This is an optimization exercise on Yosys and OpenROAD, whose aim is a short achievable clock period and few clock cycles, not a production implementation.
In this exercise RTL edits were held to simulation tests only and were not proved equivalent to the original.

==> flow/design.v <==
module cpu(clk, rst, imem_addr, imem_rdata, dmem_addr, dmem_wdata, dmem_we, dmem_rdata);
input clk, rst;
input [31:0] imem_rdata, dmem_rdata;
output [31:0] imem_addr, dmem_addr, dmem_wdata;
output dmem_we;
reg  [9:0]  pcF;
reg  [31:0] instD;
reg  [31:1] rsOH, rtOH;    
reg  [9:0]  pcp1D;
reg         vD, ptD;
reg  [31:0] aE, bE, sE;
reg         lateE;
reg         oAdd, oSub, oAnd, oOr, oSlt, oSll;
reg         wrE, ldE, stE, brE, beqE, ptE;
reg  [4:0]  dstE;
reg  [9:0]  altE;
reg  [31:0] aluM, sdM;
reg         wrM, ldM, stM;
reg  [4:0]  dstM;
reg  [31:0] resW;
reg         wrW;
reg  [4:0]  dstW;
reg  [31:0] rf [1:31];
wire [31:0] instF = imem_rdata;
wire [5:0]  opF   = instF[31:26];
wire        brF   = (opF[5:1] == 5'b00010);
wire        sameF = (instF[25:21] == instF[20:16]);    
reg  [31:0] zr;     
wire        ptF   = brF & (sameF ? ~opF[0] : (opF[0] | instF[15]));
wire [9:0]  pcp1F = pcF + 10'd1;
wire [9:0]  tgtF  = pcp1F + instF[9:0];
wire [31:0] sum  = aE + bE;
wire [32:0] dif33 = {1'b0, aE} - {1'b0, bE};
wire [31:0] diff = dif33[31:0];
wire        lt   = dif33[32];             
wire [31:0] shl  = aE << bE[10:6];
wire [31:0] resE = ({32{oAdd}} & sum) | ({32{oSub}} & diff) | ({32{oAnd}} & (aE & bE)) |
                   ({32{oOr}} & (aE | bE)) | {31'd0, oSlt & lt} | ({32{oSll}} & shl);
wire eq     = (aE == bE);
wire mispEx = brE & ~(eq ^ beqE ^ ptE);    
reg  mispE;             
reg  [9:0] altM;
wire [5:0] opD = instD[31:26];
wire [5:0] fnD = instD[5:0];
wire [4:0] rsD = instD[25:21];
wire [4:0] rtD = instD[20:16];
wire [4:0] rdD = instD[15:11];
wire isR    = vD & (opD == 6'h00);
wire isAddi = vD & (opD == 6'h08);
wire isLw   = vD & (opD == 6'h23);
wire isSw   = vD & (opD == 6'h2b);
wire isBeq  = vD & (opD == 6'h04);
wire isBne  = vD & (opD == 6'h05);
wire isJ    = vD & (opD == 6'h02);
wire [4:0] dstD = isR ? rdD : rtD;
wire wrD   = (isR | isAddi | isLw) & (dstD != 5'd0);
wire useRs = isR | isAddi | isLw | isSw | isBeq | isBne;
wire useRt = isR | isBeq | isBne;           
wire immD  = isAddi | isLw | isSw;
wire [31:0] simmD = {{16{instD[15]}}, instD[15:0]};
reg rsE_hit, rtE_hit, rsM_hit, rtM_hit, rsW_hit, rtW_hit;
wire stall = ldE & ((useRs & rsE_hit) | (useRt & rtE_hit));
reg  [31:0] rfA, rfB;
integer k;
integer j;
always @* begin
  rfA = 32'd0;
  rfB = 32'd0;
  for (k = 1; k < 32; k = k + 1) begin
    rfA = rfA | ({32{rsOH[k]}} & rf[k]);
    rfB = rfB | ({32{rtOH[k]}} & rf[k]);
  end
end
wire [31:0] valM = ldM ? dmem_rdata : aluM;      
wire [31:0] oldA = rsM_hit ? valM : rsW_hit ? resW : rfA;
wire [31:0] oldB = rtM_hit ? valM : rtW_hit ? resW : rfB;
wire [9:0] tgtD = pcp1D + instD[9:0];
wire isBrD  = isBeq | isBne;
wire [31:0] Xy = aE ^ bE;
wire [31:0] genc = aE | bE;                           
wire sumEq  = ~Xy[0] & (&(Xy[31:1] ~^ genc[30:0]));
wire zcmp   = (rtD == 5'd0) ? rsE_hit : (rsD == 5'd0) & rtE_hit;
wire resD   = zcmp & oAdd;                             
wire mispD  = isBrD & resD & ~(sumEq ^ isBeq ^ ptD);
wire zA     = (rsD == 5'd0) | (|(rsOH & zr[31:1]));
wire zB     = (rtD == 5'd0) | (|(rtOH & zr[31:1]));
wire ovrD   = isBrD & ~resD & zA & zB & (ptD ^ isBeq);
wire redD   = mispD | ovrD;
wire fR_add = isR & (fnD == 6'h20);
wire fR_sub = isR & (fnD == 6'h22);
wire fR_and = isR & (fnD == 6'h24);
wire fR_or  = isR & (fnD == 6'h25);
wire fR_slt = isR & ((fnD == 6'h2a) | (fnD == 6'h02));
wire fR_sll = isR & (fnD == 6'h00);
function [31:0] fwd(input hit, input [31:0] other);
  fwd = ({32{hit & oAdd}} & sum) | ({32{hit & oSub}} & diff) |
        ({32{hit & oAnd}} & (aE & bE)) | ({32{hit & oOr}} & (aE | bE)) |
        {31'd0, hit & oSlt & lt} | ({32{hit & oSll}} & shl) | ({32{~hit}} & other);
endfunction
assign imem_addr  = {20'd0, pcF, 2'b00};
assign dmem_addr  = aluM;
assign dmem_wdata = sdM;
assign dmem_we    = stM;
reg [9:0] pcE;       
always @* begin
  if (mispE)      pcE = altM;
  else if (stall) pcE = pcF;
  else            pcE = instD[9:0];
end
wire redir = mispE | stall | isJ;
wire [9:0] pcN0 = redir ? pcE : ptF ? tgtF : pcp1F;
wire [9:0] pcN = (redD & ~mispE & ~stall) ? (ptD ? pcp1D : tgtD) : pcN0;
always @(posedge clk or negedge rst) begin
  if (!rst) begin
    pcF <= 10'd0;
    vD <= 1'b0;
    wrE <= 1'b0; ldE <= 1'b0; stE <= 1'b0; brE <= 1'b0;
    wrM <= 1'b0; ldM <= 1'b0; stM <= 1'b0; mispE <= 1'b0;
    wrW <= 1'b0;
  end else begin
    pcF <= pcN;
    if (mispE | (redD & ~stall)) vD <= 1'b0;
    else if (!stall) vD <= 1'b1;
    if (mispE | stall) begin
      wrE <= 1'b0; ldE <= 1'b0; stE <= 1'b0; brE <= 1'b0;
    end else begin
      wrE <= wrD; ldE <= isLw; stE <= isSw; brE <= isBrD & ~resD;
    end
    if (mispE) begin
      wrM <= 1'b0; ldM <= 1'b0; stM <= 1'b0; mispE <= 1'b0;
    end else begin
      wrM <= wrE; ldM <= ldE; stM <= stE; mispE <= mispEx;
    end
    wrW <= wrM;
  end
end
wire [4:0] rsN = stall ? rsD : instF[25:21];      
wire [4:0] rtN = stall ? rtD : instF[20:16];
wire wrEN = wrD & ~stall & ~mispE;                 
wire wrMN = wrE & ~mispE;                          
always @(posedge clk) begin
  rsE_hit <= wrEN & (dstD == rsN);
  rtE_hit <= wrEN & (dstD == rtN);
  rsM_hit <= wrMN & (dstE == rsN);
  rtM_hit <= wrMN & (dstE == rtN);
  rsW_hit <= wrM & (dstM == rsN);
  rtW_hit <= wrM & (dstM == rtN);
  if (!stall) begin
    instD <= instF;
    for (j = 1; j < 32; j = j + 1) begin
      rsOH[j] <= (instF[25:21] == j);
      rtOH[j] <= (instF[20:16] == j);
    end
    pcp1D <= pcp1F;
    ptD   <= ptF & ~isJ;
  end
  aE <= fwd(rsE_hit, oldA);
  bE <= fwd(rtE_hit & ~immD, immD ? simmD : oldB);
  sE <= fwd(rtE_hit, oldB);
  lateE <= rtE_hit & ldE;
  oAdd <= isAddi | isLw | isSw | fR_add;
  oSub <= fR_sub;
  oAnd <= fR_and;
  oOr  <= fR_or;
  oSlt <= fR_slt;
  oSll <= fR_sll;
  dstE <= dstD;
  beqE <= isBeq;
  ptE  <= ptD ^ ovrD;
  altE <= (ptD ^ ovrD) ? pcp1D : tgtD;
  altM <= altE;
  aluM <= resE;
  sdM <= lateE ? dmem_rdata : sE;
  dstM <= dstE;
  resW <= valM;
  dstW <= dstM;
end
always @(posedge clk or negedge rst) begin
  if (!rst) zr <= 32'hffffffff;
  else if (wrW) zr[dstW] <= ~|resW;
end
integer i;
always @(posedge clk or negedge rst) begin
  if (!rst) begin
    for (i = 1; i < 32; i = i + 1) rf[i] <= 32'd0;
  end else if (wrW) begin
    rf[dstW] <= resW;
  end
end
endmodule
clock: 8.0 ns
lec_check: 0
abc_clock_period_in_ps: 1000
cap_margin: 30
core_margin: 2
core_utilization: 40
place_density: 0.6
setup_slack_margin: 5.0
slew_margin: 30
run.sh (not shown) runs the stock make flow with config.mk's settings and CLKGATE_MAP_FILE= SYNTH_SCRIPT=/design/flow/synth_recipe.tcl, a recipe that flattens the netlist after the stock synthesis.
The baseline finished with timing, DRC and antenna clean.
Testbench counts at the start, summed over its fixed seeds: cycles 64,412.
Then changed:
--- a/flow/design.v
+++ b/flow/design.v
@@ -24,11 +24,12 @@
 wire [31:0] instF = imem_rdata;
 wire [5:0]  opF   = instF[31:26];
 wire        brF   = (opF[5:1] == 5'b00010);
 wire        sameF = (instF[25:21] == instF[20:16]);    
 reg  [31:0] zr;     
-wire        ptF   = brF & (sameF ? ~opF[0] : (opF[0] | instF[15]));
+wire        zeqF  = zr[instF[25:21]] & zr[instF[20:16]];
+wire        ptF   = brF & ((sameF | zeqF) ? ~opF[0] : (opF[0] | instF[15]));
 wire [9:0]  pcp1F = pcF + 10'd1;
 wire [9:0]  tgtF  = pcp1F + instF[9:0];
 wire [31:0] sum  = aE + bE;
 wire [32:0] dif33 = {1'b0, aE} - {1'b0, bE};
 wire [31:0] diff = dif33[31:0];
@@ -56,11 +57,16 @@
 wire wrD   = (isR | isAddi | isLw) & (dstD != 5'd0);
 wire useRs = isR | isAddi | isLw | isSw | isBeq | isBne;
 wire useRt = isR | isBeq | isBne;           
 wire immD  = isAddi | isLw | isSw;
 wire [31:0] simmD = {{16{instD[15]}}, instD[15:0]};
-reg rsE_hit, rtE_hit, rsM_hit, rtM_hit, rsW_hit, rtW_hit;
+wire rsE_hit = wrE & (dstE == rsD);
+wire rtE_hit = wrE & (dstE == rtD);
+wire rsM_hit = wrM & (dstM == rsD);
+wire rtM_hit = wrM & (dstM == rtD);
+wire rsW_hit = wrW & (dstW == rsD);
+wire rtW_hit = wrW & (dstW == rtD);
 wire stall = ldE & ((useRs & rsE_hit) | (useRt & rtE_hit));
 reg  [31:0] rfA, rfB;
 integer k;
 integer j;
 always @* begin
@@ -77,17 +83,18 @@
 wire [9:0] tgtD = pcp1D + instD[9:0];
 wire isBrD  = isBeq | isBne;
 wire [31:0] Xy = aE ^ bE;
 wire [31:0] genc = aE | bE;                           
 wire sumEq  = ~Xy[0] & (&(Xy[31:1] ~^ genc[30:0]));
+wire andEq  = ~|(aE & bE);
+wire orEq   = ~|genc;
+wire eqE    = (oAdd & sumEq) | (oSub & eq) | (oAnd & andEq) | (oOr & orEq) |
+              ~(oAdd | oSub | oAnd | oOr);
 wire zcmp   = (rtD == 5'd0) ? rsE_hit : (rsD == 5'd0) & rtE_hit;
-wire resD   = zcmp & oAdd;                             
-wire mispD  = isBrD & resD & ~(sumEq ^ isBeq ^ ptD);
-wire zA     = (rsD == 5'd0) | (|(rsOH & zr[31:1]));
-wire zB     = (rtD == 5'd0) | (|(rtOH & zr[31:1]));
-wire ovrD   = isBrD & ~resD & zA & zB & (ptD ^ isBeq);
-wire redD   = mispD | ovrD;
+wire resD   = zcmp & ~(oSlt | oSll);
+wire eqD    = eqE;
+wire mispD  = isBrD & resD & ~(eqD ^ isBeq ^ ptD);
 wire fR_add = isR & (fnD == 6'h20);
 wire fR_sub = isR & (fnD == 6'h22);
 wire fR_and = isR & (fnD == 6'h24);
 wire fR_or  = isR & (fnD == 6'h25);
 wire fR_slt = isR & ((fnD == 6'h2a) | (fnD == 6'h02));
@@ -103,25 +110,25 @@
 assign dmem_we    = stM;
 reg [9:0] pcE;       
 always @* begin
   if (mispE)      pcE = altM;
   else if (stall) pcE = pcF;
+  else if (mispD) pcE = ptD ? pcp1D : tgtD;
   else            pcE = instD[9:0];
 end
-wire redir = mispE | stall | isJ;
-wire [9:0] pcN0 = redir ? pcE : ptF ? tgtF : pcp1F;
-wire [9:0] pcN = (redD & ~mispE & ~stall) ? (ptD ? pcp1D : tgtD) : pcN0;
+wire redir = mispE | stall | mispD | isJ;
+wire [9:0] pcN = redir ? pcE : ptF ? tgtF : pcp1F;
 always @(posedge clk or negedge rst) begin
   if (!rst) begin
     pcF <= 10'd0;
     vD <= 1'b0;
     wrE <= 1'b0; ldE <= 1'b0; stE <= 1'b0; brE <= 1'b0;
     wrM <= 1'b0; ldM <= 1'b0; stM <= 1'b0; mispE <= 1'b0;
     wrW <= 1'b0;
   end else begin
     pcF <= pcN;
-    if (mispE | (redD & ~stall)) vD <= 1'b0;
+    if (mispE | (mispD & ~stall)) vD <= 1'b0;
     else if (!stall) vD <= 1'b1;
     if (mispE | stall) begin
       wrE <= 1'b0; ldE <= 1'b0; stE <= 1'b0; brE <= 1'b0;
     end else begin
       wrE <= wrD; ldE <= isLw; stE <= isSw; brE <= isBrD & ~resD;
@@ -132,21 +139,11 @@
       wrM <= wrE; ldM <= ldE; stM <= stE; mispE <= mispEx;
     end
     wrW <= wrM;
   end
 end
-wire [4:0] rsN = stall ? rsD : instF[25:21];      
-wire [4:0] rtN = stall ? rtD : instF[20:16];
-wire wrEN = wrD & ~stall & ~mispE;                 
-wire wrMN = wrE & ~mispE;                          
 always @(posedge clk) begin
-  rsE_hit <= wrEN & (dstD == rsN);
-  rtE_hit <= wrEN & (dstD == rtN);
-  rsM_hit <= wrMN & (dstE == rsN);
-  rtM_hit <= wrMN & (dstE == rtN);
-  rsW_hit <= wrM & (dstM == rsN);
-  rtW_hit <= wrM & (dstM == rtN);
   if (!stall) begin
     instD <= instF;
     for (j = 1; j < 32; j = j + 1) begin
       rsOH[j] <= (instF[25:21] == j);
       rtOH[j] <= (instF[20:16] == j);
@@ -164,12 +161,12 @@
   oOr  <= fR_or;
   oSlt <= fR_slt;
   oSll <= fR_sll;
   dstE <= dstD;
   beqE <= isBeq;
-  ptE  <= ptD ^ ovrD;
-  altE <= (ptD ^ ovrD) ? pcp1D : tgtD;
+  ptE  <= ptD;
+  altE <= ptD ? pcp1D : tgtD;
   altM <= altE;
   aluM <= resE;
   sdM <= lateE ? dmem_rdata : sE;
   dstM <= dstE;
   resW <= valM;
Result: Synthesized area fell by 0.80%; fmax went down by 3.6%; cell area stays flat; clock-buffer cell count falls by 14; sequential share of layout area hardly moves.
Testbench counts after the change, summed over its fixed seeds: cycles 64,002.

[what the ideal ports hide]
How much do the figures lean on ideal ports? The routed layouts below were timed once more, with nothing changed but the port constraints. Step 1, drivers: a clkbuf_16 drives clk and a buf_2 each remaining input, both assumed. Step 2 moves the port delays by t, midway between the first and last clock arrival at a register: inputs arrive t later, outputs are due t later. That takes back most of the time a late clock gives input paths. a / b / c = no drivers / after step 1 / after step 2; a / b = the first two.
run	t, ns	setup slack, ns	worst hold slack (ns)
the first run	0.906	4.723 / 4.723 / 4.237	0.318 / 0.318 / 0.318
the second run	0.912	4.602 / 4.602 / 3.813	0.325 / 0.325 / 0.325
After both steps setup and hold are still met in every run listed. For the second run, which loses most, drivers alone change the setup slack by 0.000 ns; drivers and shift together by -0.789 ns.
